From an optimization exercise on the open Yosys and OpenROAD flow, aimed at small area; shortcuts taken in it are not production practice. RTL that was checked went through simulation tests only; none was proved equivalent to the original. The RTL of run 4 was laid out without a check of its function. No activity file was given, so power comes from the tool's default toggle rates.

==> flow/design.v <==
module DECODER_UNIT
(input wire [1:0]            alu_fun,
output wire arith_enable,logic_enable,comp_enable,shift_enable);
assign arith_enable = alu_fun == 2'b00;
assign logic_enable = alu_fun == 2'b01;
assign comp_enable  = alu_fun == 2'b10;
assign shift_enable = alu_fun == 2'b11;
endmodule
module ARITHMATIC_UNIT #(parameter KH = 15, parameter KL = 0, parameter P_TOP = 0)
(
  input wire [15:0]  A,B,
  input wire         mul, div, add,    
  input wire [15-KH:0] r_in,    
  output wire [16-KL:0] r_out,  
  output wire [KH:KL] sel);     
wire [15:0] mb = B & {16{mul}};          
wire [15:0] nbd = ~B & {16{div}};        
wire [16:0] hz;
assign hz[16] = 1'b1;
genvar k, i;
generate
  for (i = 15; i >= 0; i = i - 1) begin : g_hz
    assign hz[i] = hz[i+1] & ~B[i];
  end
endgenerate
generate
  for (k = KH; k >= KL; k = k - 1) begin : g_stage
    localparam W = 17 - k;
    localparam P = (P_TOP + KH - k) % 2;
    wire [W-1:0] x;        
    wire [W-1:0] r;        
    wire [W-1:0] c;        
    wire lsb = (A[k] & ~mul) ^ P;
    if (k == KH) begin : g_x0
      if (W > 1) begin : g_w
        assign x = {r_in[W-2:0], lsb};
      end else begin : g_w1
        assign x = lsb;
      end
    end else begin : g_x
      assign x = {g_stage[k+1].r[W-2:0], lsb};
    end
    if (k > 0) begin : g_mid
      wire nsel;
      for (i = 0; i < W-1; i = i + 1) begin : g_bit
        if (P == 0) begin : g_p
          ALU_CELL_P U_cell(
            .x(x[i]), .c(i == 0 ? div : c[i-1]),
            .a(A[i]), .mb(mb[k]), .nb(nbd[i]), .sel(sel[k]), .nsel(nsel),
            .co(c[i]), .r(r[i]));
        end else begin : g_n
          ALU_CELL_N U_cell(
            .x(x[i]), .c(i == 0 ? ~div : c[i-1]),
            .a(A[i]), .mb(mb[k]), .nb(nbd[i]), .sel(sel[k]), .nsel(nsel),
            .co(c[i]), .r(r[i]));
        end
      end
      assign r[W-1] = ~(x[W-1] ^ ((A[W-1] & mb[k]) ^ P[0]) ^ c[W-2]);
      wire dv = div & hz[16-k];
      if (P == 0) begin : g_sp
        ALU_SEL_P U_sel(.c(c[W-2]), .dv(dv), .dv2(dv), .mul(mul), .mul2(mul),
          .sel(sel[k]), .nsel(nsel));
      end else begin : g_sn
        ALU_SEL_N U_sel(.cn(c[W-2]), .dv(dv), .dv2(dv), .mul(mul), .mul2(mul),
          .sel(sel[k]), .nsel(nsel));
      end
    end else begin : g_last
      wire sub = ~mul & ~add;
      wire [15:0] nb0 = (B ^ {16{sub}}) & {16{~mul}};
      for (i = 0; i < W-1; i = i + 1) begin : g_bit
        ALU_CELL0_N U_cell(
          .x(x[i]), .c(i == 0 ? ~sub : c[i-1]),
          .a(A[i]), .mb(mb[k]), .nb(nb0[i]),
          .co(c[i]), .s(r[i]));
      end
      assign r[W-1] = x[W-1] ^ (sub ^ P[0]) ^ c[W-2];
      assign sel[0] = c[W-2] ^ P[0];    
    end
  end
endgenerate
assign r_out = g_stage[KL].r;
endmodule
module ALU_CELL_P
(
  input wire x, c, a, mb, nb, sel, nsel,
  output wire co, r);
wire y = (a & mb) | nb;
wire s = x ^ y ^ c;
assign co = (x & y) | (c & (x ^ y));
assign r = ~((sel | x) & (nsel | s));
endmodule
module ALU_CELL_N
(
  input wire x, c, a, mb, nb, sel, nsel,
  output wire co, r);
wire y = ~((a & mb) | nb);
wire s = x ^ y ^ c;
assign co = (x & y) | (c & (x ^ y));
assign r = ~((sel | x) & (nsel | s));
endmodule
module ALU_CELL0_N
(
  input wire x, c, a, mb, nb,
  output wire co, s);
wire y = ~((a & mb) | nb);
assign s = x ^ y ^ c;
assign co = (x & y) | (c & (x ^ y));
endmodule
module ALU_SEL_P
(
  input wire c, dv, dv2, mul, mul2,
  output wire sel, nsel);
assign sel = mul | (dv & c);
assign nsel = ~(mul2 | (dv2 & c));
endmodule
module ALU_SEL_N
(
  input wire cn, dv, dv2, mul, mul2,
  output wire sel, nsel);
assign sel = mul | (dv & ~cn);
assign nsel = ~(mul2 | (dv2 & ~cn));
endmodule
module LOGIC_UNIT
(
  input wire [15:0]  A,B,
  input wire         logic_enable,
  input wire [1:0]   alu_fun,
  output wire [15:0] logic_out);
wire [15:0] r = alu_fun[0] ? (A | B) : (A & B);
assign logic_out = logic_enable ? (r ^ {16{alu_fun[1]}}) : 16'b0;
endmodule
module comparsion_unit #(parameter P = 0)
(
  input wire [16:0]  diff,
  input wire         comp_enable,
  input wire [1:0]   alu_fun,
  output wire [15:0] comp_out);
wire lt = diff[16] ^ P[0];
wire eq = P ? &diff[15:0] : ~|diff[15:0];
wire gt = ~lt & ~eq;
assign comp_out = {15'b0, comp_enable & (alu_fun == 2'b01 ? eq :
                                         alu_fun == 2'b10 ? gt :
                                         alu_fun == 2'b11 ? lt : 1'b0)};
endmodule
module shift_unit
(
  input wire [15:0]  A,B,
  input wire         shift_enable,
  input wire [1:0]   alu_fun,
  output wire [15:0] shift_out);
wire [15:0] s = alu_fun[1] ? B : A;
assign shift_out = shift_enable ? (alu_fun[0] ? {s[14:0], 1'b0} : {1'b0, s[15:1]}) : 16'b0;
endmodule
module TOP_VIEW#(parameter alu_width =16)
(
  input wire [alu_width-1:0]    A,B,
  input wire                    clk,rst,
  input wire [3:0]              alu_fun,
  output wire                   arith_flag,carry_out,logic_flag,comp_flag,shift_flag,
  output wire [alu_width-1:0]   arith_out,logic_out,comp_out,shift_out
  );
localparam KS = 5;
localparam P0 = KS % 2;
wire arith_enable, logic_enable, comp_enable, shift_enable;
DECODER_UNIT U_decoder(
  .alu_fun(alu_fun[3:2]),
  .arith_enable(arith_enable),
  .logic_enable(logic_enable),
  .shift_enable(shift_enable),
  .comp_enable(comp_enable)
  );
wire mul_i = arith_enable & alu_fun[1:0] == 2'b10;
wire div_i = arith_enable & alu_fun[1:0] == 2'b11;
wire add_i = arith_enable & alu_fun[1:0] == 2'b00;
wire [16-KS:0] r_mid;
wire [15:KS]   sel_hi;
ARITHMATIC_UNIT #(.KH(15), .KL(KS), .P_TOP((15-KS)%2)) U_arith_hi(
  .A(A), .B(B),
  .mul(mul_i), .div(div_i), .add(add_i),
  .r_in((15-KS)%2 == 1),
  .r_out(r_mid),
  .sel(sel_hi)
  );
reg [KS-1:0]   a_lo;
reg [15-KS:0]  h_r;        
reg [15:0]     b_r;
reg [16-KS:0]  r_r;        
reg [1:0]      fun_r;
reg            mul_r, div_r;     
reg            arith_en, logic_en, comp_en, shift_en;
always @(posedge clk) begin
  a_lo  <= A[KS-1:0];
  h_r   <= div_i ? sel_hi : A[15:KS];
  b_r   <= B;
  r_r   <= r_mid;
  fun_r <= alu_fun[1:0];
  mul_r <= mul_i;
  div_r <= div_i;
end
always @(posedge clk or negedge rst) begin
  if (!rst) begin
    arith_en <= 1'b0;
    logic_en <= 1'b0;
    comp_en  <= 1'b0;
    shift_en <= 1'b0;
  end else begin
    arith_en <= arith_enable;
    logic_en <= logic_enable;
    comp_en  <= comp_enable;
    shift_en <= shift_enable;
  end
end
assign arith_flag = arith_en;
assign logic_flag = logic_en;
assign comp_flag  = comp_en;
assign shift_flag = shift_en;
wire [15:0] a_r = {h_r, a_lo};
wire div_sel = fun_r == 2'b11;
wire [16:0] sum_p;
wire [16:0] sum = sum_p ^ {17{P0 == 1}};
wire [KS-1:0] sel_lo;
ARITHMATIC_UNIT #(.KH(KS-1), .KL(0), .P_TOP(1)) U_arith_lo(
  .A(a_r), .B(b_r),
  .mul(mul_r),
  .div(div_r),
  .add(arith_en & fun_r == 2'b00),
  .r_in(r_r),
  .r_out(sum_p),
  .sel(sel_lo)
  );
assign arith_out = arith_en ? (div_sel ? {h_r, sel_lo} : sum[15:0]) : 16'b0;
assign carry_out = arith_en & ~div_sel & sum[16];
LOGIC_UNIT U_logic(
  .A(a_r),
  .B(b_r),
  .logic_enable(logic_en),
  .alu_fun(fun_r),
  .logic_out(logic_out)
  );
comparsion_unit #(.P(P0)) U_comp(
  .diff(sum_p),
  .comp_enable(comp_en),
  .alu_fun(fun_r),
  .comp_out(comp_out)
  );
shift_unit U_shift(
  .A(a_r),
  .B(b_r),
  .shift_enable(shift_en),
  .alu_fun(fun_r),
  .shift_out(shift_out)
  );
endmodule
==> flow/standard.sh <==
#!/bin/bash
# synth_recipe.tcl (not shown) runs the flow's synth.tcl, then flattens the netlist and writes it again
# the make line also repeats each setting of config.mk as NAME=value (left out here)
make -C /OpenROAD-flow-scripts/flow DESIGN_CONFIG=/design/flow/config.mk WORK_HOME=/design/flow/orfs CLKGATE_MAP_FILE= SYNTH_SCRIPT=/design/flow/synth_recipe.tcl "${@:-finish}"
==> flow/flow/abc_area.script <==
strash
dch -f
amap
topo
==> flow/config.mk <==
export PLATFORM = sky130hd
export DESIGN_NAME = TOP_VIEW
export DESIGN_NICKNAME = TOP_VIEW
export VERILOG_FILES = /design/flow/design.v
export SDC_FILE = /design/flow/constraint.sdc
export NUM_CORES = 4
export LEC_CHECK = 0
export CAP_MARGIN = 5
export CORE_MARGIN = 2
export CORE_UTILIZATION = 40
export CTS_BUF_LIST = sky130_fd_sc_hd__clkbuf_8
export SLEW_MARGIN = 5
==> flow/constraint.sdc <==
create_clock -name core_clock -period 36.0 [get_ports {clk}]
set_input_delay 7.2000 -clock core_clock [delete_from_list [all_inputs] [get_ports {clk}]]
set_output_delay 7.2000 -clock core_clock [all_outputs]
set_load 0.01 [all_outputs]
==> flow/flow/run.sh <==
#!/bin/bash
# Layout flow: the standard flow (standard.sh), with these changes.
#  - Synthesis is the standard flow's synthesis script, except that ABC maps the logic
#    with the area-oriented script in flow/abc_area.script instead of
#    ORFS's default.  Registers are untouched by ABC, so they are the same
#    as in the standard synthesis.
#  - The array's cells (modules ALU_CELL*, ALU_SEL*) keep their hierarchy
#    through ABC, so each is mapped on its own; the netlist is flattened
#    before the layout as usual.
#  - After synthesis, flow/fa_pins.py reconnects full adders whose ripple
#    carry came in at A or B so that it comes in at CIN, the fastest input
#    (the full adder's function is symmetric in its inputs).
#  - Port buffers are sky130_fd_sc_hd__buf_1; the resizer still sizes them
#    up where timing or slew needs it.
# Each tool's output goes to a log file in this folder.
set -euo pipefail
HERE=$(pwd)
FLOWDIR=$HERE/flow

# ORFS's synth.tcl with the abc call replaced
sed 's#^\(\s*\)log_cmd abc {\*}$abc_args$#\1log_cmd abc -script '"$FLOWDIR"'/abc_area.script {*}$lib_args {*}$lib_dont_use_args#' \
  "$FLOW_HOME/scripts/synth.tcl" > "$HERE/synth_area.tcl"
grep -q "abc_area.script {\*}\$lib_args" "$HERE/synth_area.tcl"

# The standard flow's synthesis script, sourcing that copy
sed 's#^source \$::env(SCRIPTS_DIR)/synth.tcl$#source '"$HERE"'/synth_area.tcl#' \
  "$HERE/synth_recipe.tcl" > "$HERE/synth_recipe_area.tcl"
grep -q "synth_area.tcl" "$HERE/synth_recipe_area.tcl"

# standard.sh, using that synthesis script
sed 's#SYNTH_SCRIPT=[^ ]*synth_recipe.tcl#SYNTH_SCRIPT='"$HERE"'/synth_recipe_area.tcl#' \
  "$HERE/standard.sh" > "$HERE/standard_area.sh"
grep -q "synth_recipe_area.tcl" "$HERE/standard_area.sh"

export RECOVER_POWER=100
export BUFFER_PORTS_ARGS="-buffer_cell sky130_fd_sc_hd__buf_1"
# the modules named ALU_CELL* and ALU_SEL* in the design
export SYNTH_KEEP_MODULES="$(sed -n 's/^\s*module\s\+\(ALU_\(CELL\|SEL\)\w*\).*/\1/p' "$FLOW_DESIGN" | sort -u | tr '\n' ' ')"
echo "SYNTH_KEEP_MODULES=$SYNTH_KEEP_MODULES" > "$HERE/keep_modules.log"
RESULTS=$HERE/orfs/results/$FLOW_PLATFORM/TOP_VIEW/base
bash "$HERE/standard_area.sh" "$RESULTS/1_2_yosys.v" > "$HERE/flow_synth.log" 2>&1
python3 "$FLOWDIR/fa_pins.py" "$RESULTS/1_2_yosys.v" > "$HERE/fa_pins.log" 2>&1
bash "$HERE/standard_area.sh" > "$HERE/flow.log" 2>&1
==> flow/flow/fa_pins.py <==
#!/usr/bin/env python3
"""Reconnect full adders so that the ripple carry enters at CIN.

A sky130 full adder (fa_N) computes the same function of its inputs A, B and
CIN in any order, but CIN is its fastest input.  Yosys's full adder
extraction sometimes puts the carry from the previous adder on A or B.  For
every fa cell whose A or B net is driven by the COUT of another fa cell (and
whose CIN net is not), this swaps that net with the CIN net.  The netlist's
function is unchanged.

usage: fa_pins.py NETLIST.v   (rewritten in place)
"""
import re
import sys

path = sys.argv[1]
text = open(path).read()
inst_re = re.compile(r'(sky130_fd_sc_hd__fa_\d+\s+\S+\s*\()(.*?)(\);)', re.S)
pin_re = re.compile(r'\.(\w+)\(([^()]*)\)')

couts = set()
for m in inst_re.finditer(text):
    for pin, net in pin_re.findall(m.group(2)):
        if pin == 'COUT':
            couts.add(net.strip())

swapped = 0

def fix(m):
    global swapped
    body = m.group(2)
    # nets as written (an escaped name keeps its closing space)
    raw = {p: n for p, n in pin_re.findall(body)}
    pins = {p: n.strip() for p, n in raw.items()}
    if pins.get('CIN') in couts:
        return m.group(0)
    for p in ('A', 'B'):
        if pins.get(p) in couts:
            a, c = raw[p], raw['CIN']
            body = re.sub(r'\.%s\([^()]*\)' % p, lambda _: '.%s(%s)' % (p, c), body)
            body = re.sub(r'\.CIN\([^()]*\)', lambda _: '.CIN(%s)' % a, body)
            swapped += 1
            break
    return m.group(1) + body + m.group(3)

text = inst_re.sub(fix, text)
open(path, 'w').write(text)
print('fa_pins: moved the carry to CIN on %d full adders' % swapped)
==> impl_metrics.tcl, run 1 <==
set metrics [dict create \
    async_flop_share 0.0769 \
    start_kind "flop" \
    track_usage 0.276 \
    final_util 0.481 \
    ys_seq_area_frac 0.138 \
    crit_path_top_delay_cell "fa_1" \
    clkTransAtPathRegs_ns 0.10 \
    min_period_ns 35.32 \
    required_ns 28.80 \
    placed_cell_area_um2 8700 \
    arrival_ns 28.12 \
    synth.most_common_cell "o22ai_1" \
    routed_wl_um 27800 \
    period_share 0.981 \
    ant_nets 0 \
    clk_path_buf_depth 2 \
    cp_max_fo 9 \
    final_area_um2 9020 \
    power_switching_w 0.000103 \
    fmax_ghz 0.0283 \
    final_layout_size_suffix_gt1_frac 0.128 \
    hpwl_um 21500 \
    route.detailed.drc 0 \
    die_h_um 142 \
    antenna_found_initial 0 \
    cts_sinks 52 \
    dieWidth_um 142 \
    status "no timing/DRC/antenna violations" \
    netlist-cell-type-count 28 \
    ys_seq_elements 52 \
    synth_top_cell_by_area "fa_1" \
    ctsHoldBuffers 0 \
    rows 50 \
    grt_pass1_vias 7789 \
    syn_avg_cell_area_um2 8.61 \
    cts-buffers-inserted 5 \
    synth_area_um2 7670 \
    slew_headroom 0.296 \
    drt-pass1-iter-count 5 \
    start_util 0.409 \
    nets 1214 \
    fin_setup_tns_ns 0 \
    place_congestion 0.902 \
    cts_tree "done" \
    drv_cap 0 \
    core_area_um2 18800 \
    pwr-share-seq 0.304 \
    yosys-top-cells-area "fa_1, o22ai_1, dfxtp_1, a21o_1, a21oi_1" \
    overflow 0 \
    combinationalPowerShare 0.518 \
    via_count 7946 \
    power_per_cell_area_nw_per_um2 26.0 \
    n_antenna_cell 0 \
    wl_per_cell_um 21.8 \
    hold_violations 0 \
    viasPerCell 6.23 \
    hp-class "primary input to asynchronous set/reset pin" \
    cp-end-kind "output port" \
    path_common_cell "fa_2" \
    synth_top_area_share 0.355 \
    synth_warnings 1 \
    grt_pass1_wl_um 43600 \
    worst-slew-pin-transition_ns 1.05 \
    slew_violations 0 \
    port-buffer-count 91 \
    ys.flop_type "dfxtp_1" \
    pin_count 107 \
    synth_edf_count 0 \
    cts-root-buf "clkbuf_8" \
    internal-power_w 0.000131 \
    synthCells 891 \
    critPathMaxStageDelay_ns 0.53 \
    synthToLayoutAreaGrowth_pct 17.6 \
    p_clk_frac 0.178 \
    criticalPathCategory "flop to output port" \
    dr.first_iter.drc_count 823 \
    ir_drop_mv 0.0157 \
    synth_top_cells_by_count "o22ai_1, fa_1, nor2_1, a21oi_1, a21o_1" \
    htree_levels 2 \
    grt_max_degree 48 \
    die_area_um2 20300 \
    p_leak_nw 3.70 \
    switching_share 0.440 \
    setup_viol 0 \
]
## sequential cells by signal (all words and copies together), names as in the netlist
signal and flops:
shift_en 1, arith_en 1, mul_r 1, logic_en 1
h_r 11, a_lo 5, comp_en 1, b_r 16
r_r 12, fun_r 2, div_r 1
## worst max-delay path: cells and delay by family, from the launching register on
family | cells | cell delay, ns
fa+ha+maj | 66 | 24.89
compound gates | 10 | 1.38
simple gates | 4 | 0.70
buf+inv | 4 | 0.42
flops | 1 | 0.37
## Yosys stat by module, one instance, submodules excluded
module / flip-flops and latches / area [µm²] / cells / copies in the design
TOP_VIEW: 52 / 3140 / 462 / 1
ALU_CELL_N: 0 / 31.3 / 3 / 56
ALU_SEL_P: 0 / 12.5 / 2 / 8
ALU_CELL_P: 0 / 33.8 / 3 / 64
ALU_CELL0_N: 0 / 25.0 / 2 / 16
ALU_SEL_N: 0 / 16.3 / 3 / 7
## final cells by class
cell class              instances  area (µm²)
clock buffers                   6        82.6
clock inverters                 2        38.8
fillers                      1878        9750
inverters                      59         229
multi-input cells             779        6590
flip-flops and latches         52        1060
well taps                     234         293
repair buffers                143         718
## routing by layer
layer	part of all wire	track usage	wire, µm
met1	0.43	0.388	12000
met2	0.47	0.438	13000
met3	0.072	0.0404	1990
met4	0.031	0.0875	874
met5	0	0	0
## kinds of logic after synthesis
group	Yosys count	share of synthesized area
buffers and inverters	74	0.0435
DFF	52	0.138
adders and majority gates	136	0.355
AOI/OAI and AO/OA	420	0.345
and+or+nand+nor	202	0.111
other	1	0.000489
xor gates and xnor gates	6	0.00685
## through the flow
step | power [W] | hold slack [ns] | cells | setup WS, ns
6_report | 0.000234 | 6.69 | 1275 | 0.685
4_1_cts | 0.000232 | 6.69 | 1275 | 0.00404
2_1_floorplan | 0.000150 | 6.90 | 905 | 0.00897
3_5_place_dp | 0.000189 | 7.03 | 1266 | -0.744
3_3_place_gp | 0.000187 | 7.03 | 1266 | -0.664
5_1_grt | 0.000253 | 6.70 | 1275 | -0.00724
## power by group through the flow
stage          registers, W  clock network [W]  logic [W]
2_1_floorplan     0.0000690                  0  0.0000813
4_1_cts           0.0000709          0.0000428   0.000118
5_1_grt           0.0000719          0.0000448   0.000136
6_report          0.0000712          0.0000417   0.000121
3_5_place_dp      0.0000723                  0   0.000117
3_3_place_gp      0.0000722                  0   0.000115
## layout by cell type (no fill, tap or decap), types with 6 or more instances in the layout
| cell type | netlist | routed |
|---|---|---|
| a211oi_1 | 17 | 17 |
| a21o_1 | 79 | 76 |
| a21oi_1 | 118 | 112 |
| a221oi_1 | 23 | 22 |
| and2_0 | 10 | 10 |
| buf_1 | 0 | 85 |
| buf_4 | 15 | 48 |
| clkbuf_1 | 0 | 9 |
| clkbuf_8 | 0 | 6 |
| clkinv_1 | 59 | 56 |
| conb_1 | 1 | 15 |
| dfxtp_1 | 48 | 47 |
| fa_1 | 136 | 87 |
| fa_2 | 0 | 49 |
| nand2_1 | 31 | 30 |
| nor2_1 | 131 | 126 |
| nor2b_1 | 10 | 9 |
| o21ai_0 | 21 | 21 |
| o22a_1 | 6 | 6 |
| o22ai_1 | 155 | 151 |
| xor2_1 | 6 | 6 |
## worst paths after layout
check                       from           to  slack (ns)  cells after the start
max in group asynchronous    rst     shift_en       29.13                      1
hold / removal               rst     arith_en        6.69                      1
setup / recovery           mul_r  comp_out[0]        0.68                     84
min in group core_clock     B[0]       b_r[0]        7.04                      1
## what timing repair did
| action | 4_1_cts | 5_1_grt |
|---|---|---|
| endpoints found under the setup margin | 5 | 17 |
| buffers inserted | 1 | 0 |
| resized for setup | 24 | 46 |
| pin swaps | 7 | 10 |
==> run 2, diff against run 1 <==
--- a/flow/flow/run.sh
+++ b/flow/flow/run.sh
@@ -1,17 +1,19 @@
 #!/bin/bash
-# Layout flow: the standard flow (standard.sh), with these changes.
+# Layout flow: the standard flow (standard.sh) with these changes.
 #  - Synthesis is the standard flow's synthesis script, except that ABC maps the logic
-#    with the area-oriented script in flow/abc_area.script instead of
-#    ORFS's default.  Registers are untouched by ABC, so they are the same
-#    as in the standard synthesis.
+#    with the area-oriented script flow/abc_area.script instead of ORFS's
+#    default.  ABC does not touch registers, so they are the same as in the
+#    standard synthesis.
 #  - The array's cells (modules ALU_CELL*, ALU_SEL*) keep their hierarchy
-#    through ABC, so each is mapped on its own; the netlist is flattened
-#    before the layout as usual.
+#    through ABC, so each is mapped on its own; the standard flow's synthesis script
+#    flattens the netlist before the layout as usual.
 #  - After synthesis, flow/fa_pins.py reconnects full adders whose ripple
 #    carry came in at A or B so that it comes in at CIN, the fastest input
-#    (the full adder's function is symmetric in its inputs).
+#    (a full adder's function is symmetric in its inputs).
 #  - Port buffers are sky130_fd_sc_hd__buf_1; the resizer still sizes them
 #    up where timing or slew needs it.
+#  - After global routing, ORFS's power recovery (RECOVER_POWER) downsizes
+#    gates off the critical paths.
 # Each tool's output goes to a log file in this folder.
 set -euo pipefail
 HERE=$(pwd)
@@ -32,11 +34,12 @@
   "$HERE/standard.sh" > "$HERE/standard_area.sh"
 grep -q "synth_recipe_area.tcl" "$HERE/standard_area.sh"
 
-export RECOVER_POWER=100
-export BUFFER_PORTS_ARGS="-buffer_cell sky130_fd_sc_hd__buf_1"
 # the modules named ALU_CELL* and ALU_SEL* in the design
 export SYNTH_KEEP_MODULES="$(sed -n 's/^\s*module\s\+\(ALU_\(CELL\|SEL\)\w*\).*/\1/p' "$FLOW_DESIGN" | sort -u | tr '\n' ' ')"
 echo "SYNTH_KEEP_MODULES=$SYNTH_KEEP_MODULES" > "$HERE/keep_modules.log"
+export BUFFER_PORTS_ARGS="-buffer_cell sky130_fd_sc_hd__buf_1"
+export RECOVER_POWER=100
+
 RESULTS=$HERE/orfs/results/$FLOW_PLATFORM/TOP_VIEW/base
 bash "$HERE/standard_area.sh" "$RESULTS/1_2_yosys.v" > "$HERE/flow_synth.log" 2>&1
 python3 "$FLOWDIR/fa_pins.py" "$RESULTS/1_2_yosys.v" > "$HERE/fa_pins.log" 2>&1
--- a/flow/config.mk
+++ b/flow/config.mk
@@ -7,6 +7,6 @@
 export LEC_CHECK = 0
 export CAP_MARGIN = 5
 export CORE_MARGIN = 2
-export CORE_UTILIZATION = 40
+export CORE_UTILIZATION = 60
 export CTS_BUF_LIST = sky130_fd_sc_hd__clkbuf_8
 export SLEW_MARGIN = 5
==> impl_metrics.tcl, run 2 <==
set metrics [dict create \
    final_common_cell "o22ai_1" \
    largest_reg_flops 16 \
    ir_drop_mv 0.0194 \
    cpLargestDelayFamily "adder cells" \
    start_util 0.610 \
    power_per_cell_area_nw_per_um2 26.3 \
    slew_headroom 0.343 \
    ys_seq_area_frac 0.138 \
    die_h_um 117 \
    fmax_ghz 0.0283 \
    via_count 8511 \
    drt-pass1-iter-count 6 \
    place_congestion 1.06 \
    cp_max_fo 9 \
    criticalPathCategory "flop to output port" \
    rows 41 \
    clkTransAtPathRegs_ns 0.09 \
    viasPerCell 7.03 \
    path_common_cell "fa_2" \
    final_layout_size_suffix_gt1_frac 0.135 \
    grt_pass1_wl_um 45300 \
    fillCellCount 999 \
    critPathMaxStageDelay_ns 0.53 \
    overflow 0 \
    hpwl_um 22000 \
    syn_avg_cell_area_um2 8.61 \
    crit_buf_inv 4 \
    crit_path_top_delay_cell "fa_1" \
    worst-slew-pin-transition_ns 0.985 \
    ant_nets 0 \
    netlist-cell-type-count 28 \
    start_kind "flop" \
    top_regs "b_r x16, r_r x12, h_r x11" \
    grt_max_degree 48 \
    synthCells 891 \
    arrival_ns 28.14 \
    htree_levels 2 \
    cts-buffers-inserted 5 \
    required_ns 28.80 \
    synth_top_area_share 0.355 \
    port-buffer-count 91 \
    drv_cap 0 \
    period_share 0.982 \
    synth_top_cell_by_area "fa_1" \
    synthToLayoutAreaGrowth_pct 17.1 \
    ys_seq_elements 52 \
    synth_edf_count 0 \
    die_area_um2 13700 \
    cts-root-buf "clkbuf_8" \
    dr.first_iter.drc_count 922 \
    yosys-top-cells-area "fa_1, o22ai_1, dfxtp_1, a21o_1, a21oi_1" \
    antenna_found_initial 0 \
    p_leak_nw 3.69 \
    status "no timing/DRC/antenna violations" \
    nets 1211 \
    min_period_ns 35.34 \
    slew_violations 0 \
    routed_wl_um 29300 \
    synth_area_um2 7670 \
    dieWidth_um 117 \
    cp-end-kind "output port" \
    route.detailed.drc 0 \
    wl_per_cell_um 24.2 \
    synth_top_cells_by_count "o22ai_1, fa_1, nor2_1, a21oi_1, a21o_1" \
    setup_viol 0 \
    n_antenna_cell 0 \
    async_flop_share 0.0769 \
    fin_setup_tns_ns 0 \
    hold_violations 0 \
    synth_warnings 1 \
    cts_sinks 52 \
    hp-class "primary input to asynchronous set/reset pin" \
    ys.flop_type "dfxtp_1" \
    pin_count 107 \
    cts_tree "done" \
    clk_path_buf_depth 2 \
    core_area_um2 12600 \
    largest-register "b_r" \
    grt_pass1_vias 8426 \
    final_cell_mix "o22ai_1, nor2_1, a21oi_1, fa_1, buf_1" \
    track_usage 0.438 \
    synth.most_common_cell "o22ai_1" \
    holdWs_ns 6.71 \
]
run 2: cell count changes in the layout (fill, tap and decap cells not counted), sizes merged:
cell,delta
buf,-6
clkinvlp,+1
clkbuf,+1
a21oi,+1
run 2: final cells by class:
cell class | instances | area, µm² | area share
Inverter | 59 | 229 | 0.0255
Sequential cell | 52 | 1070 | 0.119
Clock inverter | 3 | 42.5 | 0.00474
Clock buffer | 5 | 68.8 | 0.00766
Tap cell | 172 | 215 | 0.0240
Multi-Input combinational cell | 780 | 6670 | 0.743
Timing Repair Buffer | 139 | 688 | 0.0766
run 2: Yosys stat by module (local to each module, per instance):
| module | copies in the design | flip-flops and latches | cells inside |
|---|---|---|---|
| TOP_VIEW | 1 | 52 | 462 |
| ALU_SEL_N | 7 | 0 | 3 |
| ALU_SEL_P | 8 | 0 | 2 |
| ALU_CELL_N | 56 | 0 | 3 |
| ALU_CELL0_N | 16 | 0 | 2 |
| ALU_CELL_P | 64 | 0 | 3 |
run 2: worst max-delay path by stage:
stage	depth (start not counted)	slack [ns]	startpoint	endpoint
final	84	0.66	mul_r	comp_out[0]
after global routing	96	-0.1	alu_fun[2]	h_r[0]
after CTS	96	0.02	alu_fun[3]	h_r[0]
after detailed placement	95	-0.85	alu_fun[3]	r_r[9]
after global placement	95	-0.16	alu_fun[3]	r_r[9]
after floorplan	83	0.009	mul_r	comp_out[0]
run 2: repair_timing:
action	CTS	global route
pin swaps	8	16
gates cloned	0	1
resized for setup	31	51
endpoints found under the setup margin	18	18
hold buffers	0	0
buffers inserted	2	5
run 2: report_power, final:
group          internal, W  switching, W
clock            0.0000205     0.0000182
combinational    0.0000465     0.0000787
sequential       0.0000625    0.00000940
run 2: through the flow:
step | cells | setup slack (ns) | cell area, µm² | total power, W | util
finish | 1210 | 0.655 | 8980 | 0.000236 | 0.715
global route | 1210 | -0.0953 | 8980 | 0.000252 | 0.715
CTS | 1204 | 0.0233 | 8770 | 0.000229 | 0.698
detailed placement | 1194 | -0.849 | 8550 | 0.000189 | 0.680
global placement | 1194 | -0.155 | 8550 | 0.000184 | 0.680
floorplan | 905 | 0.00897 | 7800 | 0.000150 | -
run 2: cell families after synthesis:
kind of cell,count (synthesis),share of synthesized area
AOI/OAI and AO/OA,420,0.345
and+or+nand+nor,202,0.111
DFF,52,0.138
xor gates and xnor gates,6,0.00685
adders and majority gates,136,0.355
other,1,0.000489
buffers and inverters,74,0.0435
run 2: routing by layer:
layer | GRT usage | share of wire | wire, µm | vias up
li1 | - | - | - | 3601
met1 | 0.545 | 0.34 | 10100 | 3986
met2 | 0.695 | 0.46 | 13600 | 734
met3 | 0.0994 | 0.12 | 3530 | 190
met4 | 0.278 | 0.072 | 2110 | 0
met5 | 0 | 0 | 0 | -
==> run 3, diff against run 2 <==
==> flow/config.mk (replaced) <==
export PLATFORM = sky130hd
export DESIGN_NAME = TOP_VIEW
export DESIGN_NICKNAME = TOP_VIEW
export VERILOG_FILES = /design/flow/design.v
export SDC_FILE = /design/flow/constraint.sdc
export NUM_CORES = 4
export LEC_CHECK = 0
export CAP_MARGIN = 0
export CORE_MARGIN = 2
export CORE_UTILIZATION = 40
export CTS_BUF_LIST = sky130_fd_sc_hd__clkbuf_8
export SLEW_MARGIN = 0
==> impl_metrics.tcl, run 3 <==
set metrics [dict create \
    status "no timing/DRC/antenna violations" \
    synth_top_area_share 0.355 \
    largest-register "b_r" \
    ys_seq_area_frac 0.138 \
    p_clk_frac 0.178 \
    synthSimpleGateAreaFrac 0.111 \
    synth_compound_area_frac 0.345 \
    period_share 0.981 \
    ir_drop_mv 0.0157 \
    port-buffer-count 91 \
    grt_max_degree 48 \
    dr.first_iter.drc_count 823 \
    track_usage 0.276 \
    cts-buffers-inserted 5 \
    fin_setup_tns_ns 0 \
    synthAdderAreaFrac 0.355 \
    power_per_cell_area_nw_per_um2 26.0 \
    arrival_ns 28.12 \
    crit_path_top_delay_cell "fa_1" \
    dieWidth_um 142 \
    synth.most_common_cell "o22ai_1" \
    worst-slew-pin-transition_ns 1.05 \
    hpwl_um 21500 \
    required_ns 28.80 \
    synthToLayoutAreaGrowth_pct 17.6 \
    synth_top_family_by_area "adder cells" \
    pin_count 107 \
    synth_top_cells_by_count "o22ai_1, fa_1, nor2_1, a21oi_1, a21o_1" \
    grt_pass1_wl_um 43600 \
    core_area_um2 18800 \
    switching_share 0.440 \
    synth_edf_count 0 \
    cts_sinks 52 \
    grtUsageMet3 0.0404 \
    slew_violations 0 \
    setup_viol 0 \
    cts_tree "done" \
    top_usage_layer "met2" \
    viasPerCell 6.23 \
    fmax_ghz 0.0283 \
    ys.flop_type "dfxtp_1" \
    final_cell_mix "o22ai_1, nor2_1, a21oi_1, fa_1, buf_1" \
    crit_buf_inv 4 \
    die_h_um 142 \
    gr-usage-met1 0.388 \
    grt.met2_usage 0.438 \
    clkTransAtPathRegs_ns 0.10 \
    netlist-cell-type-count 28 \
    drv_cap 0 \
    place_congestion 0.902 \
    pre_cts_ws_ns -0.744 \
    n_antenna_cell 0 \
    rows 50 \
    async_flop_share 0.0769 \
    drt-pass1-iter-count 5 \
    combinationalPowerShare 0.518 \
    synth_area_um2 7670 \
    synth_warnings 1 \
    yosys-top-cells-area "fa_1, o22ai_1, dfxtp_1, a21o_1, a21oi_1" \
    criticalPathCategory "flop to output port" \
    finalWorstSetupSlack_ns 0.685 \
    cp-end-kind "output port" \
    cts-root-buf "clkbuf_8" \
    htree_levels 2 \
    synth.area.mux_share 0 \
    pwr-share-seq 0.304 \
    cp_max_fo 9 \
    via_count 7946 \
    antenna_found_initial 0 \
    holdWs_ns 6.69 \
    final_common_cell "o22ai_1" \
    syn_avg_cell_area_um2 8.61 \
    hp-class "primary input to asynchronous set/reset pin" \
    critPathMaxStageDelay_ns 0.53 \
    routed_wl_um 27800 \
    hold_violations 0 \
    path_common_cell "fa_2" \
    power_switching_w 0.000103 \
    wl_per_cell_um 21.8 \
    synthCells 891 \
    grt_pass1_vias 7789 \
    ant_nets 0 \
    ys_seq_elements 52 \
    start_kind "flop" \
    synth_top_cell_by_area "fa_1" \
    p_leak_nw 3.70 \
    route.detailed.drc 0 \
    fillCellCount 1878 \
    synthXorXnorAreaFrac 0.00685 \
    final_layout_size_suffix_gt1_frac 0.128 \
    nets 1214 \
    clk_path_buf_depth 2 \
    internal-power_w 0.000131 \
    cpLargestDelayFamily "adder cells" \
    top_regs "b_r x16, r_r x12, h_r x11" \
    min_period_ns 35.32 \
    ctsHoldBuffers 0 \
    die_area_um2 20300 \
    start_util 0.409 \
    slew_headroom 0.296 \
    largest_reg_flops 16 \
    overflow 0 \
]
[run 3: power by group through the flow]
stage,Combinational [W],Sequential (W),Clock (W)
2_1_floorplan,0.0000813,0.0000690,0
3_3_place_gp,0.000115,0.0000722,0
3_5_place_dp,0.000117,0.0000723,0
4_1_cts,0.000118,0.0000709,0.0000428
5_1_grt,0.000136,0.0000719,0.0000448
6_report,0.000121,0.0000712,0.0000417
[run 3: area by class of cell]
cell class	count	area [µm²]	area share
clock buffer	6	82.6	0.00916
clock inverter	2	38.8	0.00430
inverter	59	229	0.0254
multi-input combinational	779	6590	0.731
sequential	52	1060	0.118
tap	234	293	0.0325
timing repair buffer	143	718	0.0796
[run 3: metal layers]
| metal | up-vias | share of wire |
|---|---|---|
| li1 | 3608 | - |
| met1 | 3877 | 0.43 |
| met4 | 0 | 0.031 |
| met2 | 390 | 0.47 |
| met5 | - | 0 |
| met3 | 71 | 0.072 |
[run 3: per-module statistics from Yosys, one instance, submodules excluded]
| module | cells | cell area [µm²] | flops+latches | copies in the design |
|---|---|---|---|---|
| ALU_CELL0_N | 2 | 25.0 | 0 | 16 |
| ALU_CELL_N | 3 | 31.3 | 0 | 56 |
| ALU_CELL_P | 3 | 33.8 | 0 | 64 |
| ALU_SEL_N | 3 | 16.3 | 0 | 7 |
| ALU_SEL_P | 2 | 12.5 | 0 | 8 |
| TOP_VIEW | 462 | 3140 | 52 | 1 |
[run 3: metrics by stage]
| stage | cell area (µm²) | total power (W) | instances | utilization |
|---|---|---|---|---|
| 6_report | 9020 | 0.000234 | 1275 | 0.481 |
| 3_5_place_dp | 8700 | 0.000189 | 1266 | 0.464 |
| 5_1_grt | 9020 | 0.000253 | 1275 | 0.481 |
| 2_1_floorplan | 7800 | 0.000150 | 905 | - |
| 3_3_place_gp | 8700 | 0.000187 | 1266 | 0.464 |
| 4_1_cts | 8890 | 0.000232 | 1275 | 0.474 |
[run 3: repair_timing]
action / 4_1_cts / 5_1_grt
endpoints found under the setup margin: 5 / 17
gates cloned: 0 / 0
gates resized for setup: 24 / 46
pin swaps: 7 / 10
buffers inserted: 1 / 0
hold endpoints to repair: 0 / 0
[run 3: path summary, 6_finish.rpt]
path | start | end | slack (ns) | cells past startpoint
worst max-delay path | mul_r | comp_out[0] | 0.68 | 84
worst min-delay path | rst | arith_en | 6.69 | 1
max in group asynchronous | rst | shift_en | 29.13 | 1
min in group core_clock | B[0] | b_r[0] | 7.04 | 1
[run 3: kinds of logic (layout without fill, tap and decap cells)]
family                     Yosys count  after routing
and+or+nand+nor                    202            202
DFF                                 52             52
AOI/OAI and AO/OA                  420            420
other                                1             15
adders and majority gates          136            136
buffers and inverters               74            210
xor gates and xnor gates             6              6
==> run 4, diff against run 3 <==
--- a/flow/design.v
+++ b/flow/design.v
@@ -186,7 +186,6 @@
 reg [15:0]     b_r;
 reg [16-KS:0]  r_r;        
 reg [1:0]      fun_r;
-reg            mul_r, div_r;     
 reg            arith_en, logic_en, comp_en, shift_en;
 always @(posedge clk) begin
   a_lo  <= A[KS-1:0];
@@ -194,8 +193,6 @@
   b_r   <= B;
   r_r   <= r_mid;
   fun_r <= alu_fun[1:0];
-  mul_r <= mul_i;
-  div_r <= div_i;
 end
 always @(posedge clk or negedge rst) begin
   if (!rst) begin
@@ -221,8 +218,8 @@
 wire [KS-1:0] sel_lo;
 ARITHMATIC_UNIT #(.KH(KS-1), .KL(0), .P_TOP(1)) U_arith_lo(
   .A(a_r), .B(b_r),
-  .mul(mul_r),
-  .div(div_r),
+  .mul(arith_en & fun_r == 2'b10),
+  .div(arith_en & div_sel),
   .add(arith_en & fun_r == 2'b00),
   .r_in(r_r),
   .r_out(sum_p),
--- a/flow/config.mk
+++ b/flow/config.mk
@@ -5,8 +5,8 @@
 export SDC_FILE = /design/flow/constraint.sdc
 export NUM_CORES = 4
 export LEC_CHECK = 0
-export CAP_MARGIN = 0
+export CAP_MARGIN = 5
 export CORE_MARGIN = 2
 export CORE_UTILIZATION = 40
 export CTS_BUF_LIST = sky130_fd_sc_hd__clkbuf_8
-export SLEW_MARGIN = 0
+export SLEW_MARGIN = 5
==> impl_metrics.tcl, run 4 <==
set metrics [dict create \
    die_h_um 142 \
    worst-slew-pin-transition_ns 1.91 \
    dieWidth_um 142 \
    required_ns 28.80 \
    overflow 0 \
    place_congestion 0.951 \
    crit_buf_inv 4 \
    synth_top_area_share 0.359 \
    status "complete, but fails checks" \
    synth_top_cells_by_count "o22ai_1, fa_1, nor2_1, a21oi_1, a21o_1" \
    clkTransAtPathRegs_ns 0.09 \
    cts-root-buf "clkbuf_8" \
    final_layout_size_suffix_gt1_frac 0.148 \
    hpwl_um 21600 \
    largest_reg_flops 16 \
    largest-register "b_r" \
    grt_max_degree 47 \
    ys_seq_elements 50 \
    period_share 0.979 \
    dr_wl_met3_um 2060 \
    violatedChecks "capacitance limit, slew limit" \
    fin_setup_tns_ns 0 \
    die_area_um2 20100 \
    ys_seq_area_frac 0.134 \
    setup_viol 0 \
    synth_warnings 1 \
    finalPower_w 0.000232 \
    ctsHoldBuffers 0 \
    top_regs "b_r x16, r_r x12, h_r x11" \
    start_util 0.407 \
    ant_nets 0 \
    slew_headroom -0.274 \
    power_per_cell_area_nw_per_um2 25.4 \
    slew_violations 47 \
    grt_setup_unrepaired "false" \
    rows 50 \
    criticalPathCategory "flop to output port" \
    wl_met2_um 13300 \
    yosys-top-cells-area "fa_1, o22ai_1, dfxtp_1, a21o_1, a21oi_1" \
    crit_path_top_delay_cell "or4_4" \
    clk_path_buf_depth 2 \
    pin_count 107 \
    fmax_ghz 0.0284 \
    seq_area_um2 1030 \
    n_antenna_cell 0 \
    met1_length_um 11300 \
    final_common_cell "o22ai_1" \
    highest_layer "met4" \
    netlist-cell-type-count 26 \
    route.detailed.drc 0 \
    critPathMaxStageDelay_ns 0.57 \
    min_period_ns 35.26 \
    drt-pass1-iter-count 5 \
    fillCellCount 1873 \
    hold_violations 0 \
    wl_per_cell_um 21.5 \
    grt_pass1_vias 7675 \
    p_leak_nw 3.77 \
    port-buffer-count 91 \
    track_usage 0.277 \
    cts-buffers-inserted 5 \
    arrival_ns 28.06 \
    dr.first_iter.drc_count 536 \
    multiInputGateArea_um2 6580 \
    drv_cap 1 \
    start_kind "flop" \
    path_common_cell "fa_2" \
    cts_tree "done" \
    cpLargestDelayFamily "adder cells" \
    ys.flop_type "dfxtp_1" \
    core_area_um2 18600 \
    routed_wl_um 27600 \
    synthToLayoutAreaGrowth_pct 20.3 \
    final_cell_mix "o22ai_1, nor2_1, a21oi_1, fa_1, buf_1" \
    synth.most_common_cell "o22ai_1" \
    via_count 7834 \
    grt_pass1_wl_um 43100 \
    path_depth 85 \
    hp-class "primary input to asynchronous set/reset pin" \
    cp_max_fo 4 \
    nets 1225 \
    synth_area_um2 7590 \
    viasPerCell 6.09 \
    async_flop_share 0.0800 \
    synth_edf_count 0 \
    cts_sinks 50 \
    cp-end-kind "output port" \
    htree_levels 2 \
    ir_drop_mv 0.0161 \
    synth_top_cell_by_area "fa_1" \
    synthCells 883 \
    syn_avg_cell_area_um2 8.60 \
    antenna_found_initial 0 \
]
-- run 4: metrics by stage --
| step | cells | hold WS, ns | cell area (µm²) | setup slack [ns] | util |
|---|---|---|---|---|---|
| CTS | 1284 | 6.69 | 9010 | 0.00379 | 0.483 |
| floorplan | 897 | 6.90 | 7810 | -0.00442 | - |
| global route | 1286 | 6.71 | 9140 | 0.0191 | 0.490 |
| global placement | 1276 | 7.03 | 8850 | 0.0626 | 0.475 |
| finish | 1286 | 6.70 | 9140 | 0.739 | 0.490 |
| detailed placement | 1276 | 7.04 | 8850 | -0.169 | 0.475 |
-- run 4: cell type report --
cell class | count | area share
clock buffer | 5 | 0.00753
clock inverter | 3 | 0.00493
inverter | 64 | 0.0282
multi-input combinational | 768 | 0.720
sequential | 50 | 0.113
tap | 234 | 0.0320
timing repair buffer | 162 | 0.0950
-- run 4: worst max path at each step --
stage          startpoint          end  slack, ns
4_1_cts          fun_r[1]  comp_out[0]      0.004
6_report         fun_r[1]  comp_out[0]       0.74
2_1_floorplan    fun_r[1]  comp_out[0]     -0.004
3_3_place_gp   alu_fun[3]       h_r[0]       0.06
3_5_place_dp     fun_r[0]  comp_out[0]      -0.17
5_1_grt          fun_r[1]  comp_out[0]       0.02
-- run 4: per-layer routing --
layer | up-vias | global-route usage
met5 | - | 0
met4 | 0 | 0.115
met3 | 72 | 0.0432
met2 | 363 | 0.450
met1 | 3794 | 0.371
li1 | 3605 | -
-- run 4: cells by family after synthesis --
group                    after synthesis  synth area share
AO/OA/AOI/OAI                        421             0.348
XOR/XNOR                               6           0.00692
adder cells (fa/ha/maj)              136             0.359
buffers and inverters                 79            0.0465
flip-flops                            50             0.134
other                                  1          0.000494
AND/OR/NAND/NOR                      190             0.105
-- run 4: repair_timing --
item | in CTS | in global routing
setup endpoints to repair | 1 | 17
setup buffers | 0 | 2
pin swaps | 2 | 11
resized for setup | 14 | 43
-- run 4: modules after synthesis, one instance, submodules excluded --
module       cells inside  flip-flops and latches
ALU_CELL0_N             2                       0
ALU_CELL_P              3                       0
ALU_SEL_P               2                       0
TOP_VIEW              454                      50
ALU_CELL_N              3                       0
ALU_SEL_N               3                       0
-- run 4: report_power, final --
group	switching, W	internal, W
logic	0.0000765	0.0000479
clock network	0.0000188	0.0000207
registers	0.00000836	0.0000602
==> run 5, diff against run 4 <==
--- a/flow/design.v
+++ b/flow/design.v
@@ -186,6 +186,7 @@
 reg [15:0]     b_r;
 reg [16-KS:0]  r_r;        
 reg [1:0]      fun_r;
+reg            mul_r, div_r;     
 reg            arith_en, logic_en, comp_en, shift_en;
 always @(posedge clk) begin
   a_lo  <= A[KS-1:0];
@@ -193,6 +194,8 @@
   b_r   <= B;
   r_r   <= r_mid;
   fun_r <= alu_fun[1:0];
+  mul_r <= mul_i;
+  div_r <= div_i;
 end
 always @(posedge clk or negedge rst) begin
   if (!rst) begin
@@ -218,8 +221,8 @@
 wire [KS-1:0] sel_lo;
 ARITHMATIC_UNIT #(.KH(KS-1), .KL(0), .P_TOP(1)) U_arith_lo(
   .A(a_r), .B(b_r),
-  .mul(arith_en & fun_r == 2'b10),
-  .div(arith_en & div_sel),
+  .mul(mul_r),
+  .div(div_r),
   .add(arith_en & fun_r == 2'b00),
   .r_in(r_r),
   .r_out(sum_p),
--- a/flow/config.mk
+++ b/flow/config.mk
@@ -9,4 +9,6 @@
 export CORE_MARGIN = 2
 export CORE_UTILIZATION = 40
 export CTS_BUF_LIST = sky130_fd_sc_hd__clkbuf_8
+export CTS_CLUSTER_DIAMETER = 200
+export CTS_CLUSTER_SIZE = 30
 export SLEW_MARGIN = 5
==> impl_metrics.tcl, run 5 <==
set metrics [dict create \
    dr.first_iter.drc_count 823 \
    status "no timing/DRC/antenna violations" \
    pin_count 107 \
    die_area_um2 20300 \
    clk_path_buf_depth 2 \
    instances_no_fill 1275 \
    critPathMaxStageDelay_ns 0.53 \
    place_congestion 0.902 \
    dpl.cell_count 1266 \
    required_ns 28.80 \
    async_flop_share 0.0769 \
    final_cell_mix "o22ai_1, nor2_1, a21oi_1, fa_1, buf_1" \
    synthCells 891 \
    syn_avg_cell_area_um2 8.61 \
    fillCellCount 1878 \
    final_common_cell "o22ai_1" \
    hp-class "primary input to asynchronous set/reset pin" \
    ys_seq_elements 52 \
    largest_reg_flops 16 \
    die_h_um 142 \
    ir_drop_mv 0.0157 \
    cp_max_fo 9 \
    p_leak_nw 3.70 \
    synth_edf_count 0 \
    via_count 7946 \
    slew_violations 0 \
    final_util 0.481 \
    synthToLayoutAreaGrowth_pct 17.6 \
    cts_sinks 52 \
    cts-root-buf "clkbuf_8" \
    synth_top_cells_by_count "o22ai_1, fa_1, nor2_1, a21oi_1, a21o_1" \
    dieWidth_um 142 \
    cts_tree "done" \
    arrival_ns 28.12 \
    path_common_cell "fa_2" \
    yosys-top-cells-area "fa_1, o22ai_1, dfxtp_1, a21o_1, a21oi_1" \
    grt_pass1_wl_um 43600 \
    synth_area_um2 7670 \
    synth_top_area_share 0.355 \
    core_area_um2 18800 \
    cts-buffers-inserted 5 \
    synth_warnings 1 \
    min_period_ns 35.32 \
    worst-slew-pin-transition_ns 1.05 \
    placed_cell_area_um2 8700 \
    ys_seq_area_frac 0.138 \
    drv_cap 0 \
    drt-pass1-iter-count 5 \
    port-buffer-count 91 \
    period_share 0.981 \
    clkTransAtPathRegs_ns 0.10 \
    route.detailed.drc 0 \
    hold_violations 0 \
    viasPerCell 6.23 \
    final_layout_size_suffix_gt1_frac 0.128 \
    hpwl_um 21500 \
    seq_area_um2 1060 \
    rows 50 \
    final_area_um2 9020 \
    multiInputGateArea_um2 6590 \
    netlist-cell-type-count 28 \
    top_regs "b_r x16, r_r x12, h_r x11" \
    track_usage 0.276 \
    largest-register "b_r" \
    power_per_cell_area_nw_per_um2 26.0 \
    criticalPathCategory "flop to output port" \
    routed_wl_um 27800 \
    cp-end-kind "output port" \
    slew_headroom 0.296 \
    htree_levels 2 \
    overflow 0 \
    crit_path_top_delay_cell "fa_1" \
    grt_pass1_vias 7789 \
    n_antenna_cell 0 \
    ant_nets 0 \
    setup_viol 0 \
    grt_max_degree 48 \
    wl_per_cell_um 21.8 \
    start_util 0.409 \
    synth_top_cell_by_area "fa_1" \
    start_kind "flop" \
    antenna_found_initial 0 \
    fmax_ghz 0.0283 \
    synth.most_common_cell "o22ai_1" \
    nets 1214 \
    ys.flop_type "dfxtp_1" \
]
run 5: changes by cell type in the layout (fill, tap and decap cells not counted), sizes merged, moves of 4 or more:
cell,change
o21ai,-10
a21oi,+11
buf,-17
a221oi,+5
o22ai,-6
nor2,+11
clkinv,-4
run 5: power breakdown:
part	total (W)	leakage [nW]	internal [W]	switching, W
Clock	0.0000417	0.0614	0.0000227	0.0000190
Sequential	0.0000712	0.457	0.0000625	0.00000875
Combinational	0.000121	3.18	0.0000461	0.0000754
Total	0.000234	3.70	0.000131	0.000103
run 5: through the flow:
stage          TNS (ns)  total power, W  hold slack, ns  setup slack, ns
2_1_floorplan         0        0.000150            6.90          0.00897
3_3_place_gp     -0.759        0.000187            7.03           -0.664
3_5_place_dp      -1.12        0.000189            7.03           -0.744
4_1_cts               0        0.000232            6.69          0.00404
5_1_grt        -0.00784        0.000253            6.70         -0.00724
6_report              0        0.000234            6.69            0.685
run 5: kinds of logic (layout without fill, tap and decap cells):
family | after synthesis | count (layout) | synth area share
AO/OA/AOI/OAI | 420 | 420 | 0.345
XOR/XNOR | 6 | 6 | 0.00685
adder cells (fa/ha/maj) | 136 | 136 | 0.355
buffers and inverters | 74 | 210 | 0.0435
flip-flops | 52 | 52 | 0.138
other | 1 | 15 | 0.000489
AND/OR/NAND/NOR | 202 | 202 | 0.111
run 5: modules after synthesis, one instance, submodules excluded:
module	cells	cell area (µm²)	flip-flops and latches	copies in the design
ALU_CELL_N	3	31.3	0	56
TOP_VIEW	462	3140	52	1
ALU_SEL_N	3	16.3	0	7
ALU_SEL_P	2	12.5	0	8
ALU_CELL0_N	2	25.0	0	16
ALU_CELL_P	3	33.8	0	64
run 5: layout make-up:
type	count	area share
repair buffers	143	0.0796
inverters	59	0.0254
clock buffers	6	0.00916
flip-flops and latches	52	0.118
clock inverters	2	0.00430
multi-input cells	779	0.731
well taps	234	0.0325
run 5: worst max path at each step:
stage                       from           to  slack [ns]  cells past startpoint
final                      mul_r  comp_out[0]        0.68                     84
after global routing       mul_r  comp_out[0]      -0.007                     84
after CTS                  mul_r  comp_out[0]       0.004                     84
after detailed placement  b_r[4]  comp_out[0]       -0.74                     84
after global placement    b_r[4]  comp_out[0]       -0.66                     84
after floorplan            mul_r  comp_out[0]       0.009                     83
run 5: critical path, delay by kind of cell (launching register included):
kind                     cells  cell delay (ns)
flip-flops                   1             0.37
AO/OA/AOI/OAI               10             1.38
adder cells (fa/ha/maj)     66            24.89
AND/OR/NAND/NOR              4             0.70
buffers and inverters        4             0.42
run 5: timing repair:
| action | CTS | global route |
|---|---|---|
| endpoints found under the setup margin | 5 | 17 |
| buffers inserted | 1 | 0 |
| hold buffers | 0 | 0 |
| resized for setup | 24 | 46 |
| pin swaps | 7 | 10 |
run 5: layer usage:
metal	part of all wire	track usage	wire, µm
met4	0.031	0.0875	874
met2	0.47	0.438	13000
met5	0	0	0
met3	0.072	0.0404	1990
met1	0.43	0.388	12000
==> run 6, diff against run 5 <==
--- a/flow/config.mk
+++ b/flow/config.mk
@@ -9,6 +9,5 @@
 export CORE_MARGIN = 2
 export CORE_UTILIZATION = 40
 export CTS_BUF_LIST = sky130_fd_sc_hd__clkbuf_8
-export CTS_CLUSTER_DIAMETER = 200
-export CTS_CLUSTER_SIZE = 30
+export PLACE_DENSITY = 0.8
 export SLEW_MARGIN = 5
==> impl_metrics.tcl, run 6 <==
set metrics [dict create \
    synth_area_um2 7670 \
    min_period_ns 35.41 \
    seq_area_um2 1060 \
    async_flop_share 0.0769 \
    clkTransAtPathRegs_ns 0.10 \
    n_antenna_cell 0 \
    cts-buffers-inserted 5 \
    period_share 0.984 \
    overflow 0 \
    synth.most_common_cell "o22ai_1" \
    track_usage 0.260 \
    ir_drop_mv 0.0192 \
    slew_headroom -0.242 \
    cp_max_fo 9 \
    ant_nets 0 \
    route.detailed.drc 0 \
    final_util 0.479 \
    syn_avg_cell_area_um2 8.61 \
    drt-pass1-iter-count 9 \
    die_area_um2 20300 \
    multiInputGateArea_um2 6630 \
    ctsHoldBuffers 0 \
    dr.first_iter.drc_count 898 \
    synthCells 891 \
    drv_cap 1 \
    ys_seq_area_frac 0.138 \
    synth_warnings 1 \
    synth_top_area_share 0.355 \
    clk_path_buf_depth 2 \
    pin_count 107 \
    start_util 0.409 \
    nets 1212 \
    largest_reg_flops 16 \
    htree_levels 2 \
    required_ns 28.80 \
    final_cell_mix "o22ai_1, nor2_1, a21oi_1, fa_1, buf_1" \
    path_common_cell "fa_2" \
    cts-root-buf "clkbuf_8" \
    final_layout_size_suffix_gt1_frac 0.129 \
    routed_wl_um 26700 \
    crit_path_top_delay_cell "fa_1" \
    placed_cell_area_um2 8650 \
    critPathMaxStageDelay_ns 0.53 \
    place_congestion 0.956 \
    netlist-cell-type-count 28 \
    grt_pass1_wl_um 41600 \
    criticalPathCategory "flop to output port" \
    worst-slew-pin-transition_ns 1.86 \
    final_common_cell "o22ai_1" \
    pre_cts_ws_ns -0.802 \
    top_regs "b_r x16, r_r x12, h_r x11" \
    finalPower_w 0.000227 \
    wl_per_cell_um 21.0 \
    largest-register "b_r" \
    rows 50 \
    hpwl_um 20300 \
    grt_pass1_vias 7928 \
    port-buffer-count 91 \
    final_area_um2 9000 \
    cts_sinks 52 \
    hp-class "primary input to asynchronous set/reset pin" \
    dieWidth_um 142 \
    arrival_ns 28.21 \
    violatedChecks "capacitance limit, slew limit" \
    cts_tree "done" \
    die_h_um 142 \
    antenna_found_initial 0 \
    slew_violations 48 \
    ys.flop_type "dfxtp_1" \
    synth_top_cell_by_area "fa_1" \
    hold_violations 0 \
    synth_edf_count 0 \
    setup_viol 0 \
    finalWorstSetupSlack_ns 0.593 \
    synthToLayoutAreaGrowth_pct 17.3 \
    yosys-top-cells-area "fa_1, o22ai_1, dfxtp_1, a21o_1, a21oi_1" \
    grt_max_degree 48 \
    fmax_ghz 0.0282 \
    start_kind "flop" \
    synth_top_cells_by_count "o22ai_1, fa_1, nor2_1, a21oi_1, a21o_1" \
    status "complete, but fails checks" \
    core_area_um2 18800 \
    cp-end-kind "output port" \
    viasPerCell 6.34 \
    p_leak_nw 3.66 \
    ys_seq_elements 52 \
    via_count 8066 \
    fillCellCount 1799 \
    power_per_cell_area_nw_per_um2 25.2 \
]
[run 6: cell count changes in the layout (fill, tap and decap cells not counted), sizes merged]
cell      previous run  this run
a21oi              118       119
buf                134       129
bufinv               1         0
inv                  0         1
clkbuf              15        16
clkinvlp             0         1
[run 6: kinds of logic (layout without fill, tap and decap cells)]
logic type / after synthesis / count (layout) / share of synthesized area
AO/OA/AOI/OAI: 420 / 421 / 0.345
AND/OR/NAND/NOR: 202 / 202 / 0.111
adder cells (fa/ha/maj): 136 / 136 / 0.355
buffers and inverters: 74 / 207 / 0.0435
flip-flops: 52 / 52 / 0.138
XOR/XNOR: 6 / 6 / 0.00685
other: 1 / 15 / 0.000489
[run 6: timing repair]
item	in CTS	in global routing
cloned	0	1
endpoints found under the setup margin	5	17
gates resized for setup	27	45
pin swaps	7	14
buffers inserted	3	2
[run 6: stage by stage]
step / TNS (ns) / std cells / hold WS, ns
floorplan: 0 / 905 / 6.90
global placement: -0.594 / 1259 / 7.03
detailed placement: -2.80 / 1259 / 7.04
CTS: 0 / 1270 / 6.70
global route: -0.417 / 1273 / 6.70
finish: 0 / 1273 / 6.70
[run 6: modules after synthesis, one instance, submodules excluded]
module | cell area [µm²] | cells | flip-flops and latches
ALU_CELL0_N | 25.0 | 2 | 0
ALU_CELL_N | 31.3 | 3 | 0
ALU_CELL_P | 33.8 | 3 | 0
ALU_SEL_N | 16.3 | 3 | 0
ALU_SEL_P | 12.5 | 2 | 0
TOP_VIEW | 3140 | 462 | 52
[run 6: cell type report]
type                       instances  area share
multi-input combinational        780       0.736
sequential                        52       0.118
timing repair buffer             140      0.0773
tap                              234      0.0325
inverter                          59      0.0254
clock buffer                       5     0.00765
clock inverter                     3     0.00236
[run 6: power breakdown]
part	internal (W)	switching [W]	total, W
logic	0.0000469	0.0000759	0.000123
clock network	0.0000138	0.0000197	0.0000335
registers	0.0000625	0.00000821	0.0000707
[run 6: layer usage]
metal	global-route usage	wire [µm]
met5	0	0
met4	0.103	1030
met3	0.0397	2780
met2	0.418	12400
met1	0.354	10500
[run 6: worst paths after layout]
check | from | to | slack (ns) | cells past startpoint
min in group core_clock | B[15] | b_r[15] | 7.02 | 1
max in group asynchronous | rst | arith_en | 29.11 | 1
worst max-delay path | mul_r | comp_out[0] | 0.59 | 85
worst min-delay path | rst | comp_en | 6.70 | 1
[run 6: worst max-delay path, delay by kind of cell, from the launching register on]
family	cells	cell delay, ns
adder cells (fa/ha/maj)	66	24.98
AO/OA/AOI/OAI	10	1.29
buffers and inverters	5	0.60
AND/OR/NAND/NOR	4	0.58
flip-flops	1	0.37
==> run 7, diff against run 6 <==
--- a/flow/config.mk
+++ b/flow/config.mk
@@ -9,5 +9,5 @@
 export CORE_MARGIN = 2
 export CORE_UTILIZATION = 40
 export CTS_BUF_LIST = sky130_fd_sc_hd__clkbuf_8
-export PLACE_DENSITY = 0.8
+export PLACE_DENSITY = 0.45
 export SLEW_MARGIN = 5
==> impl_metrics.tcl, run 7 <==
set metrics [dict create \
    status "complete, but fails checks" \
    die_h_um 142 \
    ys_seq_area_frac 0.138 \
    synth_area_um2 7670 \
    crit_path_top_delay_cell "fa_1" \
    cts-buffers-inserted 5 \
    grt_setup_unrepaired "false" \
    period_share 0.983 \
    die_area_um2 20300 \
    netlist-cell-type-count 28 \
    dr.first_iter.drc_count 557 \
    ir_drop_mv 0.0164 \
    slew_violations 48 \
    drv_cap 1 \
    final_layout_size_suffix_gt1_frac 0.129 \
    grt_pass1_wl_um 46100 \
    combinationalPowerShare 0.518 \
    holdWs_ns 6.71 \
    final_common_cell "o22ai_1" \
    cp_max_fo 9 \
    synth_top_cell_by_area "fa_1" \
    dieWidth_um 142 \
    p_clk_frac 0.182 \
    required_ns 28.80 \
    overflow 0 \
    clkTransAtPathRegs_ns 0.09 \
    place_congestion 0.925 \
    synth_top_area_share 0.355 \
    arrival_ns 28.18 \
    n_antenna_cell 0 \
    track_usage 0.299 \
    rows 50 \
    critPathMaxStageDelay_ns 0.51 \
    pwr-share-seq 0.301 \
    internal-power_w 0.000133 \
    port-buffer-count 91 \
    hpwl_um 23700 \
    hold_violations 0 \
    grt_pass1_vias 8111 \
    nets 1223 \
    ctsHoldBuffers 0 \
    fin_setup_tns_ns 0 \
    synth_edf_count 0 \
    core_area_um2 18800 \
    routed_wl_um 30100 \
    hp-class "primary input to asynchronous set/reset pin" \
    switching_share 0.438 \
    via_count 8010 \
    route.detailed.drc 0 \
    ant_nets 0 \
    grt_max_degree 48 \
    final_cell_mix "o22ai_1, nor2_1, a21oi_1, fa_1, buf_1" \
    synth_warnings 1 \
    syn_avg_cell_area_um2 8.61 \
    violatedChecks "capacitance limit, slew limit" \
    largest_reg_flops 16 \
    clk_path_buf_depth 2 \
    fmax_ghz 0.0283 \
    pin_count 107 \
    ys.flop_type "dfxtp_1" \
    ys_seq_elements 52 \
    antenna_found_initial 0 \
    cts-root-buf "clkbuf_8" \
    async_flop_share 0.0769 \
    synthToLayoutAreaGrowth_pct 18.6 \
    synth_top_cells_by_count "o22ai_1, fa_1, nor2_1, a21oi_1, a21o_1" \
    power_switching_w 0.000103 \
    worst-slew-pin-transition_ns 1.89 \
    start_util 0.409 \
    cp-end-kind "output port" \
    cts_sinks 52 \
    synthCells 891 \
    largest-register "b_r" \
    yosys-top-cells-area "fa_1, o22ai_1, dfxtp_1, a21o_1, a21oi_1" \
    start_kind "flop" \
    synth.most_common_cell "o22ai_1" \
    cts_tree "done" \
    viasPerCell 6.24 \
    slew_headroom -0.261 \
    wl_per_cell_um 23.4 \
    criticalPathCategory "flop to output port" \
    min_period_ns 35.38 \
    top_regs "b_r x16, r_r x12, h_r x11" \
    power_per_cell_area_nw_per_um2 25.9 \
    drt-pass1-iter-count 5 \
    htree_levels 2 \
    fillCellCount 1904 \
    setup_viol 0 \
    p_leak_nw 3.76 \
]
run 7: changes by cell type in the layout (fill, tap and decap cells not counted), sizes merged:
cell      change
clkinv        -1
clkinvlp      -1
bufinv        +1
inv           -1
a21oi         -1
clkbuf        +3
buf          +11
run 7: worst paths after layout:
path                       start           to  slack, ns  depth (start not counted)
min in group core_clock     B[0]       b_r[0]       7.02                          1
hold / removal               rst      comp_en       6.71                          1
max in group asynchronous    rst     logic_en      29.11                          1
setup / recovery           mul_r  comp_out[0]       0.62                         84
run 7: worst max-delay path, delay by kind of cell (launching register included):
kind,cells,cell delay (ns)
DFF,1,0.37
adders and majority gates,66,25.12
and+or+nand+nor,4,0.65
buffers and inverters,4,0.41
AOI/OAI and AO/OA,10,1.34
run 7: power by group through the flow:
| stage | Clock, W | Combinational (W) | Sequential [W] |
|---|---|---|---|
| detailed placement | 0 | 0.000118 | 0.0000720 |
| finish | 0.0000429 | 0.000122 | 0.0000709 |
| floorplan | 0 | 0.0000813 | 0.0000690 |
| global placement | 0 | 0.000116 | 0.0000720 |
| global route | 0.0000458 | 0.000137 | 0.0000716 |
| CTS | 0.0000440 | 0.000120 | 0.0000707 |
run 7: through the flow:
step | utilization | power [W] | setup WS [ns] | cell area [µm²] | cells
floorplan | - | 0.000150 | 0.00897 | 7800 | 905
global placement | 0.467 | 0.000188 | -0.0662 | 8760 | 1274
detailed placement | 0.467 | 0.000190 | -0.384 | 8760 | 1274
CTS | 0.477 | 0.000234 | 0.0339 | 8950 | 1283
global route | 0.485 | 0.000255 | 0.00138 | 9100 | 1284
finish | 0.485 | 0.000236 | 0.624 | 9100 | 1284
run 7: repair_timing:
item | 4_1_cts | 5_1_grt
endpoints found under the setup margin | 16 | 18
pin swaps | 6 | 16
resized for setup | 20 | 43
setup buffers | 1 | 1
run 7: cell type report:
| type | count | area [µm²] | share of cell area |
|---|---|---|---|
| multi-input combinational | 779 | 6590 | 0.724 |
| timing repair buffer | 152 | 795 | 0.0873 |
| clock inverter | 1 | 30.0 | 0.00330 |
| tap | 234 | 293 | 0.0322 |
| sequential | 52 | 1070 | 0.117 |
| clock buffer | 7 | 96.3 | 0.0106 |
| inverter | 59 | 229 | 0.0252 |
run 7: cell families after synthesis:
logic type / count (synthesis) / synth area share
AOI/OAI and AO/OA: 420 / 0.345
xor gates and xnor gates: 6 / 0.00685
adders and majority gates: 136 / 0.355
DFF: 52 / 0.138
and+or+nand+nor: 202 / 0.111
buffers and inverters: 74 / 0.0435
other: 1 / 0.000489
run 7: modules after synthesis (local to each module, per instance):
module       cells  area [µm²]
TOP_VIEW       462        3140
ALU_CELL_P       3        33.8
ALU_CELL_N       3        31.3
ALU_CELL0_N      2        25.0
ALU_SEL_N        3        16.3
ALU_SEL_P        2        12.5
run 7: metal layers:
layer / routed length (µm) / vias to the layer above / global-route usage
met5: 0 / - / 0
met2: 14600 / 360 / 0.500
met3: 1900 / 83 / 0.0390
li1: - / 3617 / -
met4: 1250 / 0 / 0.125
met1: 12400 / 3950 / 0.391

[static timing again, ports no longer ideal]
In the flow no input, the clock included, has a driving cell. The finished layouts below were timed again as built, in two steps. Step 1 assumes that a clkbuf_16 drives the clock port and a buf_2 every other input. Step 2 adds t to the input delays and takes it off the output delays; t is the mean of the earliest and latest rising clock arrival at the registers after step 1. Input paths then give back, and output paths get back, about the clock's delay inside the block. Slacks: no drivers / after step 1 / after step 2; pairs: no drivers / after step 1.
run | t, ns | slack for setup (ns) | worst setup path after step 2
run 1 | 0.331 | 0.685 / 0.657 / 0.848 | input to register
run 2 | 0.340 | 0.655 / 0.620 / 0.615 | input to register
run 3 | 0.331 | 0.685 / 0.657 / 0.848 | input to register
run 4 | 0.337 | 0.739 / 0.710 / 0.903 | input to register
run 5 | 0.331 | 0.685 / 0.657 / 0.848 | input to register
run 6 | 0.335 | 0.593 / 0.567 / 0.644 | input to register
run 7 | 0.329 | 0.624 / 0.594 / 0.907 | input to register
For run 2, which loses most, drivers alone change the setup slack by -0.035 ns; drivers and shift together by -0.040 ns.
